Source: an optimization exercise on an open RTL-to-GDS flow (aim: small area and a short achievable clock period). Production flows keep margins and buffers that such runs may drop.
The RTL was checked by simulation tests, not by an equivalence proof against the original design.

main:
==> flow/design.v (excerpt) <==
module fixed_point_alu (
    input clk,
    input rst,
    input [1:0] op,
    input signed [15:0] a,
    input signed [15:0] b,
    output signed [23:0] out,
    output overflow
);
clock: 60.0 ns
lec_check: 0
abc_area: 1
cap_margin: 20
core_margin: 2
core_utilization: 40
slew_margin: 20
run.sh (not shown) runs the stock make flow with config.mk's settings and CLKGATE_MAP_FILE= SYNTH_SCRIPT=/design/flow/synth_recipe.tcl, a recipe that flattens the netlist after the stock synthesis.
main was carried through to the last stage, and its layout satisfied the timing, DRC and antenna checks.
Setup changes, main to the feature branch
- CORE_UTILIZATION now 65, was 40
## What came out
Side by side, number of placed instances, taps included turned out lower in the feature branch than in main. The final area number comes out lower for the feature branch vs main. The feature branch vs. main: die area decreased by about 40% relative to the old numbers; final HPWL from detailed placement increased by about 1.3% relative to the old numbers; required arrival time at the worst endpoint higher. The feature branch — final routed wirelength across all metal layers 2.4% higher, main as reference. The lower setup slack came out of the feature branch. As far as simple-gate share of the synthesized area goes, main and the feature branch are indistinguishable; the numbers are identical.

========
before:
Another version of the RTL of fixed_point_alu (not shown whole).
Size in the first run: roughly 4,300 cells after synthesis, roughly 49 flip-flops, roughly 61 I/O pins, about 24,000 µm² of cells after synthesis.
clock: 60.0 ns
lec_check: 0
abc_area: 1
cap_margin: 20
core_margin: 2
core_utilization: 40
slew_margin: 20
standard.sh (not shown) runs the stock make flow with config.mk's settings and CLKGATE_MAP_FILE= SYNTH_SCRIPT=/design/flow/synth_recipe.tcl, a recipe that flattens the netlist after the stock synthesis.
==> flow/flow/run.sh <==
#!/bin/bash
# The standard layout (standard.sh), with timing repair asked for more setup
# slack than the clock needs, so that it sizes up the critical paths.
export SETUP_SLACK_MARGIN=0
export BUFFER_PORTS_ARGS="-buffer_cell sky130_fd_sc_hd__buf_2"
bash standard.sh > standard.log 2>&1
diff inputs: before => after
--- a/flow/flow/run.sh
+++ b/flow/flow/run.sh
@@ -4 +4 @@
-export SETUP_SLACK_MARGIN=0
+export SETUP_SLACK_MARGIN=32
==> run summary <==
[compare] base=before new=after: number of DRC violations after detailed routing roughly the same; synthesized area roughly the same; sequential fraction of total cell area roughly the same; final area higher. [after] final cell count rose about 0.4% relative to before. Taking before as the reference point, the final critical-path required period of after falls by 1.79 ns. before → after: post-route worst setup slack increased 1.79 ns; final design utilization went up by 0.67 points.

========
== sierra ==
Another version of the RTL of fixed_point_alu (not shown whole).
For scale: roughly 61 I/O pins, ~21000 um^2 of cells after synthesis.
Design fixed_point_alu, start of the top module:
module fixed_point_alu (
    input clk,
    input rst,
    input [1:0] op,
    input signed [15:0] a,
    input signed [15:0] b,
    output signed [23:0] out,
    output overflow
);
==> flow/config.mk <==
export PLATFORM = sky130hd
export DESIGN_NAME = fixed_point_alu
export DESIGN_NICKNAME = fixed_point_alu
export VERILOG_FILES = /design/flow/design.v
export SDC_FILE = /design/flow/constraint.sdc
export NUM_CORES = 4
export LEC_CHECK = 0
export ABC_AREA = 1
export CAP_MARGIN = 20
export CORE_MARGIN = 2
export CORE_UTILIZATION = 40
export SLEW_MARGIN = 20
==> flow/constraint.sdc <==
create_clock -name core_clock -period 60.0 [get_ports {clk}]
set_input_delay 12.0000 -clock core_clock [delete_from_list [all_inputs] [get_ports {clk}]]
set_output_delay 12.0000 -clock core_clock [all_outputs]
set_load 0.01 [all_outputs]
==> flow/flow/run.sh <==
#!/bin/bash
# The standard layout (standard.sh), with timing repair asked for more setup
# slack than the clock needs, so that it sizes up the critical paths.
export SETUP_SLACK_MARGIN=23

bash standard.sh > standard.log 2>&1
Changes in harbor relative to sierra:
==> flow/run.sh (new file) <==
#!/bin/bash
# synth_recipe.tcl (not shown) runs the flow's synth.tcl, then flattens the netlist and writes it again
# the make line also repeats each setting of config.mk as NAME=value (left out here)
make -C /OpenROAD-flow-scripts/flow DESIGN_CONFIG=/design/flow/config.mk WORK_HOME=/design/flow/orfs CLKGATE_MAP_FILE= SYNTH_SCRIPT=/design/flow/synth_recipe.tcl finish
removed: flow/flow/run.sh
removed: flow/standard.sh
Design area (sierra / harbor): 1.06. Looking at total wirelength of the detailed-routed design, harbor sits 3100 um lower than sierra does.

========
## oak
fixed_point_alu, a different RTL version from the one above (not shown whole).
Size: ~61 I/O pins, roughly 0.024 mm2 of cells after synthesis.
==> flow/config.mk <==
export PLATFORM = sky130hd
export DESIGN_NAME = fixed_point_alu
export DESIGN_NICKNAME = fixed_point_alu
export VERILOG_FILES = /design/flow/design.v
export SDC_FILE = /design/flow/constraint.sdc
export NUM_CORES = 4
export LEC_CHECK = 0
export ABC_AREA = 1
export CAP_MARGIN = 20
export CORE_MARGIN = 2
export CORE_UTILIZATION = 50
export SLEW_MARGIN = 20
==> flow/constraint.sdc <==
create_clock -name core_clock -period 60.0 [get_ports {clk}]
set_input_delay 12.0000 -clock core_clock [delete_from_list [all_inputs] [get_ports {clk}]]
set_output_delay 12.0000 -clock core_clock [all_outputs]
set_load 0.01 [all_outputs]
==> flow/flow/run.sh <==
#!/bin/bash
# The standard layout (standard.sh), with timing repair asked for more setup
# slack than the clock needs, so that it sizes up the critical paths.
export SETUP_SLACK_MARGIN=32
export BUFFER_PORTS_ARGS="-buffer_cell sky130_fd_sc_hd__buf_2"
bash standard.sh > standard.log 2>&1
--- input diff oak..pine ---
# oak
export LEC_CHECK = 0
export ABC_AREA = 1
export CAP_MARGIN = 20
export CORE_MARGIN = 2
export CORE_UTILIZATION = 50
export SLEW_MARGIN = 20
create_clock -name core_clock -period 60.0 [get_ports {clk}]
# pine
export LEC_CHECK = 0
export ABC_AREA = 1
export CAP_MARGIN = 20
export CORE_MARGIN = 2
export CORE_UTILIZATION = 40
export SLEW_MARGIN = 20
create_clock -name core_clock -period 60.0 [get_ports {clk}]
--- a/flow/flow/run.sh
+++ b/flow/flow/run.sh
@@ -5,0 +6 @@
+export SETUP_MOVE_SEQUENCE=unbuffer,sizeup,swap
## What came out
pine against oak: post-layout utilization of the core lost 11 points, non-clock buffer count in the final layout lost 78. Final cell area: pine below oak. Comparing oak and pine, the lower worst max-slew margin expressed relative to the limit is on oak. As of pine, final net count had fallen by a few percent compared to oak. Compared with oak, pine shows a worst hold margin that is 0.079 ns lower. Sort oak and pine by met1 wire length, ascending, and pine comes first. pine vs. oak: final critical path time including I/O delays and setup went down by 0.15 ns. When the final numbers for oak and pine were put side by side, the relative area of non-clock buffer cells in the final design turned out to be smaller in pine. The flow did not stop early for pine: all stages ran, and the layout cleared the timing, DRC and antenna checks. In the metrics for oak and pine, the one carrying the lower height of the die is oak.
## Diff of input files: birch against pine
--- a/flow/flow/run.sh
+++ b/flow/flow/run.sh
@@ -4 +4 @@
-export SETUP_SLACK_MARGIN=32
+export SETUP_SLACK_MARGIN=31
@@ -6 +5,0 @@
-export SETUP_MOVE_SEQUENCE=unbuffer,sizeup,swap
[summary]
Relative to pine, final cell count has increased by 0.36% in birch. Die area: pine vs birch identical. Compared with pine, in birch design area decreased by about 3% relative to the old numbers, first-iteration DRC count decreased by about 1.9% relative to the old numbers, timing-limited maximum frequency decreased by about 2.4% relative to the old numbers, layout-stage area growth over the synthesis result decreased by 3.1 points relative to the old numbers, non-clock buffer count increased by 12 relative to the old numbers. birch against pine: count of cell instances traversed by the critical path grew by 30, wire length grew by about 0.8%.
Changes in maple relative to birch:
--- a/flow/flow/run.sh
+++ b/flow/flow/run.sh
@@ -4 +4 @@
-export SETUP_SLACK_MARGIN=31
+export SETUP_SLACK_MARGIN=0
@@ -5,0 +6 @@
+export REMOVE_ABC_BUFFERS=1
[summary]
Compared with birch, maple shows a lower data-path buffer share of cell area in the final layout. Delta (maple minus birch): number of sequential cells ~0 delta; average wire per standard cell +4.7%; global-route usage +1.6 points. Number of fill cells essentially unchanged between maple and birch. The number of sinks on the clock net was comparable across birch and maple. maple vs birch, final clock period utilization by the worst path went up by 3.8 points. Global-route wire length before repair ends up lower on birch.

========
fixed_point_alu again, from the RTL that the note above started with.
clock: 60.0 ns
lec_check: 0
abc_area: 1
cap_margin: 20
core_margin: 2
core_utilization: 40
slew_margin: 20
==> flow/flow/run.sh <==
#!/bin/bash
# The standard layout (standard.sh), with timing repair asked for more setup
# slack than the clock needs, so that it sizes up the critical paths.
export SETUP_SLACK_MARGIN=30
export BUFFER_PORTS_ARGS="-buffer_cell sky130_fd_sc_hd__buf_2"
bash standard.sh > standard.log 2>&1
Edit:
--- a/flow/flow/run.sh
+++ b/flow/flow/run.sh
@@ -3,3 +3,3 @@
 # slack than the clock needs, so that it sizes up the critical paths.
-export SETUP_SLACK_MARGIN=30
+export SETUP_SLACK_MARGIN=0
 export BUFFER_PORTS_ARGS="-buffer_cell sky130_fd_sc_hd__buf_2"
--- a/flow/config.mk
+++ b/flow/config.mk
@@ -10,3 +10,3 @@
 export CORE_MARGIN = 2
-export CORE_UTILIZATION = 40
+export CORE_UTILIZATION = 55
 export SLEW_MARGIN = 20
Design area fell by 1.3%.
Critical path depth goes down by 23.
Worst setup slack loses 1500 ps.
Fmax drops by 5.1%.
Synthesized cell count does not change.
Final cell count went down by 4.1%.
Clock-buffer cell count is higher by 1.
Routed wire length rose by 8.5%.
Non-clock buffer count came out lower by 3.

========
fixed_point_alu again, from the RTL that the note above started with.
Design fixed_point_alu, start of the top module:
module fixed_point_alu (
    input clk,
    input rst,
    input [1:0] op,
    input signed [15:0] a,
    input signed [15:0] b,
    output signed [23:0] out,
    output overflow
);
    wire sub = op[0];
    wire [16:0] bx = {b[15], b} ^ {17{sub}};
    wire [17:0] acy;
    wire [16:0] addsub;
    assign acy[0] = sub;
    genvar ai;
    generate for (ai = 0; ai < 17; ai = ai + 1) begin : asum
        wire xa = (ai == 16) ? a[15] : a[ai];
        assign addsub[ai] = xa ^ bx[ai] ^ acy[ai];
        assign acy[ai+1] = (xa & bx[ai]) | (xa & acy[ai]) | (bx[ai] & acy[ai]);
    end endgenerate
    wire [16:0] bb = {b, 1'b0};
    wire [16:0] ax = {a[15], a};
    wire [17:0] ax2 = {a[15], a, 1'b0};
    wire bone0 = bb[1] ^ bb[0];
    wire btwo0 = (bb[2] & ~bb[1] & ~bb[0]) | (~bb[2] & bb[1] & bb[0]);
    wire bneg0 = bb[2];
    wire [16:0] bpp0 = ({17{bone0}} & ax | {17{btwo0}} & ax2[16:0]) ^ {17{bneg0}};
    wire bone1 = bb[3] ^ bb[2];
    wire btwo1 = (bb[4] & ~bb[3] & ~bb[2]) | (~bb[4] & bb[3] & bb[2]);
    wire bneg1 = bb[4];
    wire [16:0] bpp1 = ({17{bone1}} & ax | {17{btwo1}} & ax2[16:0]) ^ {17{bneg1}};
    wire bone2 = bb[5] ^ bb[4];
    wire btwo2 = (bb[6] & ~bb[5] & ~bb[4]) | (~bb[6] & bb[5] & bb[4]);
    wire bneg2 = bb[6];
    wire [16:0] bpp2 = ({17{bone2}} & ax | {17{btwo2}} & ax2[16:0]) ^ {17{bneg2}};
    wire bone3 = bb[7] ^ bb[6];
    wire btwo3 = (bb[8] & ~bb[7] & ~bb[6]) | (~bb[8] & bb[7] & bb[6]);
    wire bneg3 = bb[8];
    wire [16:0] bpp3 = ({17{bone3}} & ax | {17{btwo3}} & ax2[16:0]) ^ {17{bneg3}};
    wire bone4 = bb[9] ^ bb[8];
    wire btwo4 = (bb[10] & ~bb[9] & ~bb[8]) | (~bb[10] & bb[9] & bb[8]);
    wire bneg4 = bb[10];
    wire [16:0] bpp4 = ({17{bone4}} & ax | {17{btwo4}} & ax2[16:0]) ^ {17{bneg4}};
    wire bone5 = bb[11] ^ bb[10];
  ...
export LEC_CHECK = 0
export ABC_AREA = 1
export CAP_MARGIN = 20
export CORE_MARGIN = 2
export CORE_UTILIZATION = 40
export SLEW_MARGIN = 20
create_clock -name core_clock -period 60.0 [get_ports {clk}]
==> flow/flow/run.sh <==
#!/bin/bash
# The standard layout (standard.sh), with timing repair asked for more setup
# slack than the clock needs, so that it sizes up the critical paths.
export SETUP_SLACK_MARGIN=33
export BUFFER_PORTS_ARGS="-buffer_cell sky130_fd_sc_hd__buf_2"
export SETUP_MOVE_SEQUENCE=unbuffer,sizeup,swap
bash standard.sh > standard.log 2>&1
==> next run, changes <==
--- a/flow/flow/run.sh
+++ b/flow/flow/run.sh
@@ -4,4 +4,3 @@
 export SETUP_SLACK_MARGIN=33
 export BUFFER_PORTS_ARGS="-buffer_cell sky130_fd_sc_hd__buf_2"
-export SETUP_MOVE_SEQUENCE=unbuffer,sizeup,swap
 bash standard.sh > standard.log 2>&1
Cell area falls by 2.2%.
Via count climbs by 2.6%.
Count of clock-buffer cells in the layout is unchanged.
Utilization came out lower by 0.99 points.
Setup slack gets better by 0.89 ns.
Area after synthesis stays the same.
Hold slack improved by 0.0082 ns.
Fmax came out higher by 3.4%.
Routed wire length came out higher by 4.3%.
Die area stays the same.
==> next run, changes <==
==> flow/flow/run.sh (replaced) <==
#!/bin/bash
# The standard layout (standard.sh), with timing repair asked for more setup
# slack than the clock needs, so that it sizes up the critical paths.
export SETUP_SLACK_MARGIN=0
export BUFFER_PORTS_ARGS="-buffer_cell sky130_fd_sc_hd__buf_2"
bash standard.sh > standard.log 2>&1
The changed run produced a clean layout. Wire length drops by 8.4%. Worst setup slack degrades by 2.7 ns. Design area drops by 9.6%. Non-clock buffer count drops by 116. Synthesized area stays the same. Maximum frequency drops by 9.5%.
==> next run, changes <==
==> flow/flow/run.sh (replaced) <==
#!/bin/bash
# The standard layout (standard.sh), with timing repair asked for more setup
# slack than the clock needs, so that it sizes up the critical paths.
export SETUP_SLACK_MARGIN=32
export BUFFER_PORTS_ARGS="-buffer_cell sky130_fd_sc_hd__buf_2"
bash standard.sh > standard.log 2>&1
CAP_MARGIN = 0   (was 20)
SLEW_MARGIN = 0   (was 20)
The new run ran to the end with no violations. Final area grows by 4.4%. Routed wire length grows by 3.6%. Worst hold slack gains 0.25 ns. Worst setup slack gets better by 2.0 ns. Die area is unchanged.
==> next run, changes <==
==> flow/flow/run.sh (replaced) <==
#!/bin/bash
# The standard layout (standard.sh), with timing repair asked for more setup
# slack than the clock needs, so that it sizes up the critical paths.
export SETUP_SLACK_MARGIN=34
export BUFFER_PORTS_ARGS="-buffer_cell sky130_fd_sc_hd__buf_2"
bash standard.sh > standard.log 2>&1
CAP_MARGIN = 20   (was 0)
SLEW_MARGIN = 20   (was 0)
Result: Fmax climbs by about 3%. Flip-flop and latch count stays the same. Worst setup slack is better by 0.79 ns. Routed wire length climbs by about 13%. Core utilization climbs by 8.4 points. Final area climbs by about 20%. Clock-buffer cell count is unchanged. Worst hold slack is worse by 0.24 ns. Final cell count climbs by 4.5%. Global-route usage climbs by 1.1 points.
==> next run, changes <==
==> flow/flow/run.sh (replaced) <==
#!/bin/bash
# The standard layout (standard.sh), with timing repair asked for more setup
# slack than the clock needs, so that it sizes up the critical paths.
export SETUP_SLACK_MARGIN=32
export BUFFER_PORTS_ARGS="-buffer_cell sky130_fd_sc_hd__buf_2"
bash standard.sh > standard.log 2>&1
PLACE_DENSITY = 0.75   (was unset)
What happened: The new run produced a clean layout. Count of clock-buffer cells in the layout stays the same. Critical path depth rose by 24. Sequential share of layout area goes up by 0.69 points. Cell area came out lower by 16%.

-- afterwards: timing with drivers on the ports --
No port has a modelled driver above. Below, the same layouts with a new extraction and two added sets of constraints.
Step 1 (the two cells are an assumption about what drives the block):
set clk [get_ports {clk}]
set_driving_cell -lib_cell sky130_fd_sc_hd__clkbuf_16 $clk
set_driving_cell -lib_cell sky130_fd_sc_hd__buf_2 [delete_from_list [all_inputs] $clk]
Step 2 moves the port delays by t, midway between the first and last clock arrival at a register: inputs arrive t later, outputs are due t later. That takes back most of the time a late clock gives input paths.
a / b / c = no drivers / after step 1 / after step 2; a / b = the first two.
run | t (ns) | slack for setup (ns) | cell pins on the clock port's net
main | 0.330 | 20.687 / 20.704 / 20.375 | 1
the feature branch | 0.339 | 20.111 / 20.096 / 19.757 | 1
before | 0.349 | 31.582 / 31.524 / 31.873 | 1
after | 0.348 | 33.370 / 33.313 / 33.292 | 1
sierra | 0.330 | 24.673 / 24.688 / 24.358 | 1
harbor | 0.326 | 19.369 / 19.385 / 19.059 | 1
oak | 0.349 | 33.206 / 33.164 / 33.102 | 1
pine | 0.338 | 33.358 / 33.314 / 33.098 | 1
birch | 0.338 | 32.698 / 32.723 / 32.385 | 1
maple | 0.341 | 30.433 / 30.382 / 30.723 | 1
the first run of note 5 | 0.341 | 31.721 / 31.745 / 31.405 | 1
the second run of note 5 | 0.349 | 30.212 / 30.164 / 30.200 | 1
the first run of note 6 | 0.341 | 33.164 / 33.120 / 33.009 | 1
the second run of note 6 | 0.341 | 34.058 / 34.069 / 33.740 | 1
the third run of note 6 | 0.341 | 31.326 / 31.281 / 31.169 | 1
the fourth run of note 6 | 0.340 | 33.369 / 33.394 / 33.054 | 1
the fifth run of note 6 | 0.336 | 34.162 / 34.120 / 33.881 | 1
the sixth run of note 6 | 0.330 | 33.377 / 33.354 / 33.064 | 1
After both steps setup and hold are still met in every run listed. For the feature branch, which loses most, drivers alone change the setup slack by -0.015 ns; drivers and shift together by -0.354 ns.
